What follows belongs to an exercise in optimizing a design on an open flow for small area and a short achievable clock period; a production flow would make more cautious choices. Only simulation tests tie the RTL to the original design; equivalence was not proved. Power is estimated from default activity; no workload was simulated.

== red ==
// DALU
module DALU(clk, rst, in_valid, instruction, out_valid, out);
Size in the first run: ~39 I/O pins, roughly 4900 um2 of cells after synthesis.
==> flow/config.mk <==
export PLATFORM = sky130hd
export DESIGN_NAME = DALU
export DESIGN_NICKNAME = DALU
export VERILOG_FILES = /design/flow/design.v
export SDC_FILE = /design/flow/constraint.sdc
export NUM_CORES = 4
export LEC_CHECK = 0
export ABC_AREA = 1
export CAP_MARGIN = 20
export CORE_MARGIN = 2
export CORE_UTILIZATION = 40
export CTS_BUF_LIST = sky130_fd_sc_hd__clkbuf_8
export PLACE_DENSITY = 0.8
export SLEW_MARGIN = 20
export SYNTH_HIERARCHICAL = 1
export SYNTH_MINIMUM_KEEP_SIZE = 0
export BUFFER_PORTS_ARGS = -buffer_cell sky130_fd_sc_hd__buf_2
export SETUP_SLACK_MARGIN = 5.3
==> flow/constraint.sdc <==
create_clock -name core_clock -period 9.0 [get_ports {clk}]
set_input_delay 1.8000 -clock core_clock [delete_from_list [all_inputs] [get_ports {clk}]]
set_output_delay 1.8000 -clock core_clock [all_outputs]
set_load 0.01 [all_outputs]
standard.sh (not shown) runs the stock make flow with config.mk's settings and CLKGATE_MAP_FILE= SYNTH_SCRIPT=/design/flow/synth_recipe.tcl, a recipe that flattens the netlist after the stock synthesis.
==> flow/flow/run.sh <==
#!/bin/bash
# The standard layout, with the port buffers made of buf_2 cells instead of
# the resizer's default choice (a slow delay cell), and timing repair aiming
# at 5.3 ns of setup slack.
set -euo pipefail
echo 'export BUFFER_PORTS_ARGS = -buffer_cell sky130_fd_sc_hd__buf_2' >> config.mk
echo 'export SETUP_SLACK_MARGIN = 5.3' >> config.mk
bash standard.sh finish > flow.log 2>&1
The following lists how blue was set up differently from red:
Settings: a change of SETUP_SLACK_MARGIN from 5.3 to 5; a change of CORE_UTILIZATION from 40 to 60; a deleted PLACE_DENSITY that had been 0.8.
--- a/flow/flow/run.sh
+++ b/flow/flow/run.sh
@@ -3,2 +3 @@
-# the resizer's default choice (a slow delay cell), and timing repair aiming
-# at 5.3 ns of setup slack.
+# the resizer's default choice (a slow delay cell).
@@ -7 +5,0 @@
-echo 'export SETUP_SLACK_MARGIN = 5.3' >> config.mk
Results
Proportion of total power due to net switching delta for blue relative to red: 1.1 points lower
Between red and blue, the flow reports largest vdd supply drop increasing by a little under 10%.
Compared with red, in blue utilization of the core after routing saw an increase, setup slack after layout saw a decrease.
Setup changes, blue to green
Settings: CORE_UTILIZATION: 60 -> 40; SETUP_SLACK_MARGIN: 5 -> 5.4.
--- a/flow/flow/run.sh
+++ b/flow/flow/run.sh
@@ -3 +3,2 @@
-# the resizer's default choice (a slow delay cell).
+# the resizer's default choice (a slow delay cell), and timing repair aiming
+# at 5.4 ns of setup slack.
@@ -5,0 +7 @@
+echo 'export SETUP_SLACK_MARGIN = 5.4' >> config.mk
Notes after the runs:
- From blue to green the numbers moved as follows: wire length per cell higher, utilization shrank by 20 points, non-clock buffer count moved up, global-route usage went down.
- Looking at the reports, green completed the entire flow and the layout it produced met the timing, DRC and antenna checks.
Changes in orange relative to green:
Settings: SETUP_SLACK_MARGIN changed from 5.4 to 5.8.
--- a/flow/flow/run.sh
+++ b/flow/flow/run.sh
@@ -4 +4 @@
-# at 5.4 ns of setup slack.
+# at 5.8 ns of setup slack.
@@ -7 +7 @@
-echo 'export SETUP_SLACK_MARGIN = 5.4' >> config.mk
+echo 'export SETUP_SLACK_MARGIN = 5.8' >> config.mk
Sequential share of layout area (orange over green): decrease, 2.2 points. Status: clock skew parity (orange, green). Delta (orange minus green): share of final-layout standard cells stronger than drive strength 1 now larger; number of nets in the layout now larger. Looking at maximum frequency, orange sits 4.4 MHz higher than green does. green ended up with x4$_DFF_P_ as its endpoint of the most critical setup path; orange ended up with out[14]. Lower delay of the slowest critical-path stage goes to orange over green. Cmp green and orange / clock period minus worst slack / lower: orange. Cmp orange vs green: final setup slack of the worst path higher in orange.

---

Another version of the RTL of DALU (not shown whole).
Size: ~560 cells after synthesis, roughly 53 flip-flops, about 39 I/O pins, about 5200 µm² of cells after synthesis.
clock: 9.0 ns
lec_check: 0
cap_margin: 20
core_margin: 2
core_utilization: 40
setup_slack_margin: 5
slew_margin: 20
synth_hierarchical: 1
synth_minimum_keep_size: 0
run.sh (not shown) runs the stock make flow with config.mk's settings and CLKGATE_MAP_FILE= SYNTH_SCRIPT=/design/flow/synth_recipe.tcl, a recipe that flattens the netlist after the stock synthesis.
Stock flow here: none of the scripts above is used.
The first run finished with timing, DRC and antenna clean.
Next try:
==> flow/flow/run.sh (new file) <==
#!/bin/bash
# The standard layout, with the port buffers made of buf_2 cells instead of
# the resizer's default choice (a slow delay cell).
set -euo pipefail
echo 'export BUFFER_PORTS_ARGS = -buffer_cell sky130_fd_sc_hd__buf_2' >> config.mk
bash standard.sh finish > flow.log 2>&1
==> flow/standard.sh (new file) <==
#!/bin/bash
# synth_recipe.tcl (not shown) runs the flow's synth.tcl, then flattens the netlist and writes it again
# the make line also repeats each setting of config.mk as NAME=value (left out here)
make -C /OpenROAD-flow-scripts/flow DESIGN_CONFIG=/design/flow/config.mk WORK_HOME=/design/flow/orfs CLKGATE_MAP_FILE= SYNTH_SCRIPT=/design/flow/synth_recipe.tcl "${@:-finish}"
--- a/flow/config.mk
+++ b/flow/config.mk
@@ -7,2 +7,3 @@
 export LEC_CHECK = 0
+export ABC_AREA = 1
 export CAP_MARGIN = 20
@@ -10,2 +11,3 @@
 export CORE_UTILIZATION = 40
+export CTS_BUF_LIST = sky130_fd_sc_hd__clkbuf_8
 export SETUP_SLACK_MARGIN = 5
@@ -14 +16,2 @@
 export SYNTH_MINIMUM_KEEP_SIZE = 0
+export BUFFER_PORTS_ARGS = -buffer_cell sky130_fd_sc_hd__buf_2
removed: flow/run.sh
Result:
- The new run finished clean
- count of clock-buffer cells in the layout is unchanged
- final area shrinks by 10%
- worst hold slack is worse by 24 ps
- global-route usage grows by 1.9 points
- power goes down by 16%
- core utilization goes down by 2.8 points
- sequential cell count is unchanged
- final cell count went up by 10%
Next try:
--- a/flow/config.mk
+++ b/flow/config.mk
@@ -7,3 +7,2 @@
 export LEC_CHECK = 0
-export ABC_AREA = 1
 export CAP_MARGIN = 20
@@ -11,3 +10,2 @@
 export CORE_UTILIZATION = 40
-export CTS_BUF_LIST = sky130_fd_sc_hd__clkbuf_8
 export SETUP_SLACK_MARGIN = 5
The new run ran to the end with no violations.
Area after synthesis climbs by 4.4%.
Final area climbs by 5.6%.
Via count drops by 4.9%.
Register-to-register slack gains 20 ps.
Die area climbs by 4.3%.
Global-route usage drops by 2.1 points.
Sequential power climbs by about 3%.
Total power climbs by 16%.
Next try:
==> flow/flow/run.sh (replaced) <==
#!/bin/bash
# The standard layout, with the port buffers made of buf_2 cells instead of
# the resizer's default choice (a slow delay cell), and timing repair aiming
# at 5.5 ns of setup slack.
set -euo pipefail
echo 'export BUFFER_PORTS_ARGS = -buffer_cell sky130_fd_sc_hd__buf_2' >> config.mk
echo 'export SETUP_SLACK_MARGIN = 5.5' >> config.mk
bash standard.sh finish > flow.log 2>&1
--- a/flow/config.mk
+++ b/flow/config.mk
@@ -10,3 +10,2 @@
 export CORE_UTILIZATION = 40
-export SETUP_SLACK_MARGIN = 5
 export SLEW_MARGIN = 20
@@ -15 +14,2 @@
 export BUFFER_PORTS_ARGS = -buffer_cell sky130_fd_sc_hd__buf_2
+export SETUP_SLACK_MARGIN = 5.5
The new run passed the timing, DRC and antenna checks; flip-flop and latch count stays the same; total power came out higher by roughly a tenth; utilization came out higher by 5.0 points; routed wire length came out higher by roughly a tenth; clock power came out higher by roughly a tenth; global-route usage came out higher by 0.95 points; setup slack gets better by 160 ps.

static timing again, ports no longer ideal:
The flow's constraints put no driver on any port. The routed layouts listed below were extracted and timed again, unchanged, in two steps.
Step 1 assumes that a clkbuf_16 drives the clock port and a buf_2 every other input.
Step 2 also shifts input and output timing later by t, the mid clock arrival at the registers, as if the neighbouring blocks saw the same clock.
Three values: no drivers, after step 1, after step 2; two values: the first two.
run	t, ns	slack for setup (ns)	cell pins on the clock port's net
red	0.343	5.388 / 5.371 / 5.056	1
blue	0.337	5.164 / 5.164 / 4.940	1
green	0.343	5.418 / 5.425 / 5.084	1
orange	0.329	5.474 / 5.442 / 5.156	1
the first run of note 2	0.329	5.114 / 5.079 / 4.799	1
the second run of note 2	0.336	5.171 / 5.170 / 5.163	1
the third run of note 2	0.332	5.059 / 5.020 / 4.830	1
the fourth run of note 2	0.336	5.216 / 5.176 / 5.036	1
After both steps every run listed still meets setup and hold. For green, which loses most, drivers alone change the setup slack by +0.007 ns; drivers and shift together by -0.334 ns.
